Source: an optimization exercise on an open RTL-to-GDS flow (aim: small area and a short achievable clock period). Production flows keep margins and buffers that such runs may drop. RTL that was checked went through simulation tests only; none was proved equivalent to the original.

==> module fft_3_8, before the edit <==
module fft_3_8 #(
 parameter DBW = 8,
 parameter CBW = 3) (
 input                  clk,
 input                  rstx,
 input                  clear,
 input      [  DBW-1:0] din,
 output reg [2*DBW-1:0] dout );
reg [2:0] cnt;
always @(posedge clk or negedge rstx)
  if (!rstx)      cnt <= 3'd0;
  else if (clear) cnt <= 3'd0;
  else            cnt <= cnt + 3'd1;
wire [2:0] cntn = clear ? 3'd0 : cnt + 3'd1;
wire [7:0] ph  = 8'd1 << cnt;
wire [7:0] phn = 8'd1 << cntn;                       
reg [7:0] din_r, sr1, sr2, sr3, sr4, opb;
wire st1 = ph[5] | ph[6] | ph[7] | ph[0];
wire [9:0] sum = {{2{sr4[7]}}, sr4} + {{2{opb[7]}}, opb} + 10'd1;
wire [8:0] nd  = {opb[7], opb} - {sr4[7], sr4};
wire [7:0] s   = sum[8:1];
wire       sat = (sr4 == 8'h7f) && (opb == 8'h80);    
wire [7:0] q   = sat ? 8'h81 : nd[8:1];
always @(posedge clk) begin
  din_r <= din;
  sr1   <= st1 ? s : din_r;
  sr2   <= sr1;
  sr3   <= ph[1] ? s : sr2;              
  sr4   <= sr3;
  opb   <= (ph[0] | ph[1]) ? sr1 : ph[2] ? s : din;
end
reg [7:0] d0, d1, d2, d3;       
reg [7:0] c1, c5, x0, x4;       
always @(posedge clk) begin
  if (ph[5]) d0 <= q;
  if (ph[6]) d1 <= q;
  if (ph[7]) d2 <= q;
  if (ph[0]) d3 <= q;
  if (ph[1]) c1 <= q;
  if (ph[2]) c5 <= q;
  if (ph[3]) begin x0 <= s; x4 <= q; end
end
reg tneg, te;
always @(posedge clk) begin
  tneg <= phn[2] | phn[4];
  te   <= phn[2] | phn[3];
end
wire [8:0] tq3 = {{2{d1[7]}}, d1[7:1]} ^ {9{tneg}};
wire [8:0] tq7 = {{2{d3[7]}}, d3[7:1]};
wire [1:0] tk  = {1'b0, tneg} + {1'b0, te & d3[0]};
wire [8:0] tsum = tq3 + tq7 + {7'd0, tk};
reg  [8:0] t;
always @(posedge clk) t <= tsum;
wire [13:0] tx = {{5{t[8]}}, t};
wire [13:0] q1 = tx << 5, q2 = tx << 3, q3 = tx << 2;
wire [13:0] ps1 = q1 ^ q2 ^ q3;
wire [13:0] pc1 = {(q1[12:0] & q2[12:0]) | (q1[12:0] & q3[12:0]) | (q2[12:0] & q3[12:0]), 1'b0};
wire [13:0] ps2 = ps1 ^ pc1 ^ tx;
wire [13:0] pc2 = {(ps1[12:0] & pc1[12:0]) | (ps1[12:0] & tx[12:0]) | (pc1[12:0] & tx[12:0]), 1'b0};
wire [13:0] p45 = ps2 + pc2;
wire        pz  = t[5:0] == 6'd0;         
wire [7:0] u1 = ~{d0[7], d0[7:1]} + 8'd2;
wire [7:0] mi = ({d2[7], d2} + 9'd3) >> 1;
wire [7:0] ni = ~{d2[7], d2[7:1]} + 8'd2;
reg [7:0] wu, wm, wn, h1, h2, g1, g2;
reg       z1, z2, y1, y2;
always @(posedge clk) begin
  if (ph[3]) begin h1 <= p45[13:6]; z1 <= pz; end         
  if (ph[4]) begin h2 <= p45[13:6]; z2 <= pz; end         
  if (ph[5]) begin g1 <= p45[13:6]; y1 <= pz;             
                   wu <= u1; wm <= mi; wn <= ni; end
  if (ph[6]) begin g2 <= p45[13:6]; y2 <= pz; end         
end
reg rx0, rx4, rc1, rcx, rh, rg, rinv, rci, rzh, rzg;        
reg ic5, ic6, im, in, ih, ig, iinv, ione, izh, izg;         
always @(posedge clk or negedge rstx)
  if (!rstx) begin
    {rx0, rx4, rc1, rcx, rh, rg, rinv, rci, rzh, rzg} <= 10'b0010000100;
    {ic5, ic6, im, in, ih, ig, iinv, ione, izh, izg} <= 10'b1000000000;
  end else begin
    rx0  <= phn[6];                                    
    rx4  <= phn[7];                                    
    rc1  <= phn[0] | phn[1];                           
    rcx  <= phn[2] | phn[3] | phn[4] | phn[5];         
    rh   <= phn[2] | phn[3];
    rg   <= phn[4] | phn[5];
    rinv <= phn[3] | phn[4];
    rci  <= phn[7] | phn[0] | phn[1];
    rzh  <= phn[3];
    rzg  <= phn[4];
    ic5  <= phn[0];                                    
    ic6  <= phn[1];                                    
    im   <= phn[2] | phn[3];
    in   <= phn[4] | phn[5];
    ih   <= phn[2] | phn[3];
    ig   <= phn[4] | phn[5];
    iinv <= phn[3] | phn[5];
    ione <= phn[0] | phn[1];
    izh  <= phn[3];
    izg  <= phn[5];
  end
wire [8:0] are = ({9{rx0}} & {x0, 1'b0})
               | ({9{rx4}} & {~x4, 1'b1})
               | ({9{rc1}} & ~{c1[7], c1})
               | ({9{rcx}} & {wu[7], wu});
wire [7:0] bre = (({8{rh}} & h1) | ({8{rg}} & g1)) ^ {8{rinv}};
wire [8:0] bre9 = {bre[7], bre} | {8'd0, rc1};
wire       cre = rci | (rzh & z1) | (rzg & y1);
wire [8:0] vre = are + bre9 + {8'd0, cre};
wire [8:0] aim = ({9{ic5}} & {c5[7], c5})
               | ({9{ic6}} & ~{c5[7], c5})
               | ({9{im}} & {wm[7], wm})
               | ({9{in}} & {wn[7], wn});
wire [7:0] bim = (({8{ih}} & h2) | ({8{ig}} & g2)) ^ {8{iinv}};
wire [8:0] bim9 = {bim[7], bim} | {8'd0, ic6};
wire       cim = ione | (izh & z2) | (izg & y2);
wire [8:0] vim = aim + bim9 + {8'd0, cim};
always @(posedge clk) dout <= {vim[8:1], vre[8:1]};
endmodule
export LEC_CHECK = 0
export CAP_MARGIN = 20
export CORE_MARGIN = 2
export CORE_UTILIZATION = 40
export CTS_CLUSTER_DIAMETER = 100
export CTS_CLUSTER_SIZE = 30
export SETUP_SLACK_MARGIN = 5
export SLEW_MARGIN = 20
create_clock -name core_clock -period 9.5 [get_ports {clk}]
standard.sh (not shown) runs the stock make flow with config.mk's settings and CLKGATE_MAP_FILE= SYNTH_SCRIPT=/design/flow/synth_recipe.tcl, a recipe that flattens the netlist after the stock synthesis.
==> flow/flow/run.sh <==
#!/bin/bash
set -euo pipefail
MARGIN=${MARGIN:-6.5}
sed "s/SETUP_SLACK_MARGIN=[0-9.]*/SETUP_SLACK_MARGIN=$MARGIN/" standard.sh > margin_flow.sh
bash margin_flow.sh > margin_flow.log 2>&1
==> next run, changes <==
--- a/flow/design.v
+++ b/flow/design.v
@@ -9,13 +9,11 @@
 reg [2:0] cnt;
 always @(posedge clk or negedge rstx)
   if (!rstx)      cnt <= 3'd0;
   else if (clear) cnt <= 3'd0;
   else            cnt <= cnt + 3'd1;
-wire [2:0] cntn = clear ? 3'd0 : cnt + 3'd1;
 wire [7:0] ph  = 8'd1 << cnt;
-wire [7:0] phn = 8'd1 << cntn;                       
 reg [7:0] din_r, sr1, sr2, sr3, sr4, opb;
 wire st1 = ph[5] | ph[6] | ph[7] | ph[0];
 wire [9:0] sum = {{2{sr4[7]}}, sr4} + {{2{opb[7]}}, opb} + 10'd1;
 wire [8:0] nd  = {opb[7], opb} - {sr4[7], sr4};
 wire [7:0] s   = sum[8:1];
@@ -38,15 +36,12 @@
   if (ph[0]) d3 <= q;
   if (ph[1]) c1 <= q;
   if (ph[2]) c5 <= q;
   if (ph[3]) begin x0 <= s; x4 <= q; end
 end
-reg tneg, te;
-always @(posedge clk) begin
-  tneg <= phn[2] | phn[4];
-  te   <= phn[2] | phn[3];
-end
+wire tneg = ph[2] | ph[4];
+wire te   = ph[2] | ph[3];
 wire [8:0] tq3 = {{2{d1[7]}}, d1[7:1]} ^ {9{tneg}};
 wire [8:0] tq7 = {{2{d3[7]}}, d3[7:1]};
 wire [1:0] tk  = {1'b0, tneg} + {1'b0, te & d3[0]};
 wire [8:0] tsum = tq3 + tq7 + {7'd0, tk};
 reg  [8:0] t;
@@ -69,38 +64,30 @@
   if (ph[4]) begin h2 <= p45[13:6]; z2 <= pz; end         
   if (ph[5]) begin g1 <= p45[13:6]; y1 <= pz;             
                    wu <= u1; wm <= mi; wn <= ni; end
   if (ph[6]) begin g2 <= p45[13:6]; y2 <= pz; end         
 end
-reg rx0, rx4, rc1, rcx, rh, rg, rinv, rci, rzh, rzg;        
-reg ic5, ic6, im, in, ih, ig, iinv, ione, izh, izg;         
-always @(posedge clk or negedge rstx)
-  if (!rstx) begin
-    {rx0, rx4, rc1, rcx, rh, rg, rinv, rci, rzh, rzg} <= 10'b0010000100;
-    {ic5, ic6, im, in, ih, ig, iinv, ione, izh, izg} <= 10'b1000000000;
-  end else begin
-    rx0  <= phn[6];                                    
-    rx4  <= phn[7];                                    
-    rc1  <= phn[0] | phn[1];                           
-    rcx  <= phn[2] | phn[3] | phn[4] | phn[5];         
-    rh   <= phn[2] | phn[3];
-    rg   <= phn[4] | phn[5];
-    rinv <= phn[3] | phn[4];
-    rci  <= phn[7] | phn[0] | phn[1];
-    rzh  <= phn[3];
-    rzg  <= phn[4];
-    ic5  <= phn[0];                                    
-    ic6  <= phn[1];                                    
-    im   <= phn[2] | phn[3];
-    in   <= phn[4] | phn[5];
-    ih   <= phn[2] | phn[3];
-    ig   <= phn[4] | phn[5];
-    iinv <= phn[3] | phn[5];
-    ione <= phn[0] | phn[1];
-    izh  <= phn[3];
-    izg  <= phn[5];
-  end
+wire rx0  = ph[6];                                 
+wire rx4  = ph[7];                                 
+wire rc1  = ph[0] | ph[1];                         
+wire rcx  = ph[2] | ph[3] | ph[4] | ph[5];         
+wire rh   = ph[2] | ph[3];
+wire rg   = ph[4] | ph[5];
+wire rinv = ph[3] | ph[4];
+wire rci  = ph[7] | ph[0] | ph[1];
+wire rzh  = ph[3];
+wire rzg  = ph[4];
+wire ic5  = ph[0];                                 
+wire ic6  = ph[1];                                 
+wire im   = rh;
+wire in   = rg;
+wire ih   = rh;
+wire ig   = rg;
+wire iinv = ph[3] | ph[5];
+wire ione = rc1;
+wire izh  = ph[3];
+wire izg  = ph[5];
 wire [8:0] are = ({9{rx0}} & {x0, 1'b0})
                | ({9{rx4}} & {~x4, 1'b1})
                | ({9{rc1}} & ~{c1[7], c1})
                | ({9{rcx}} & {wu[7], wu});
 wire [7:0] bre = (({8{rh}} & h1) | ({8{rg}} & g1)) ^ {8{rinv}};
Result: Die area goes down by 4.1%; utilization goes up by 3.8 points; synthesized cell count goes down by 3.9%; final area goes up by 4.2%; non-clock buffer count goes up by 42; global-route usage goes up by 2.2 points; hold slack loses 8.0 ps; cell count goes up by 1.9%.
Only the layout flow was run in the second run of this note; the RTL was not checked for function there.

-- static timing again, ports no longer ideal --
The results above use ideal ports. As a check the final layouts listed here were re-extracted and re-timed, cells and wires unchanged. Step 1: set_driving_cell puts a clkbuf_16 on clk and a buf_2 on each other input, an assumption about the parent block. Step 2 adds t to the input delays and takes it off the output delays; t is the mean of the earliest and latest rising clock arrival at the registers after step 1. Input paths then give back, and output paths get back, about the clock's delay inside the block. Three values: ideal, step 1, step 2; two values: the first two.
run	shift t [ns]	slack for setup (ns)	worst hold slack (ns)
the first run	0.506	6.545 / 6.503 / 6.221	0.336 / 0.336 / 0.336
the second run	0.473	6.399 / 6.399 / 6.399	0.328 / 0.328 / 0.328
After both steps every run listed still meets setup and hold. For the first run, which loses most, drivers alone change the setup slack by -0.042 ns; drivers and shift together by -0.324 ns.
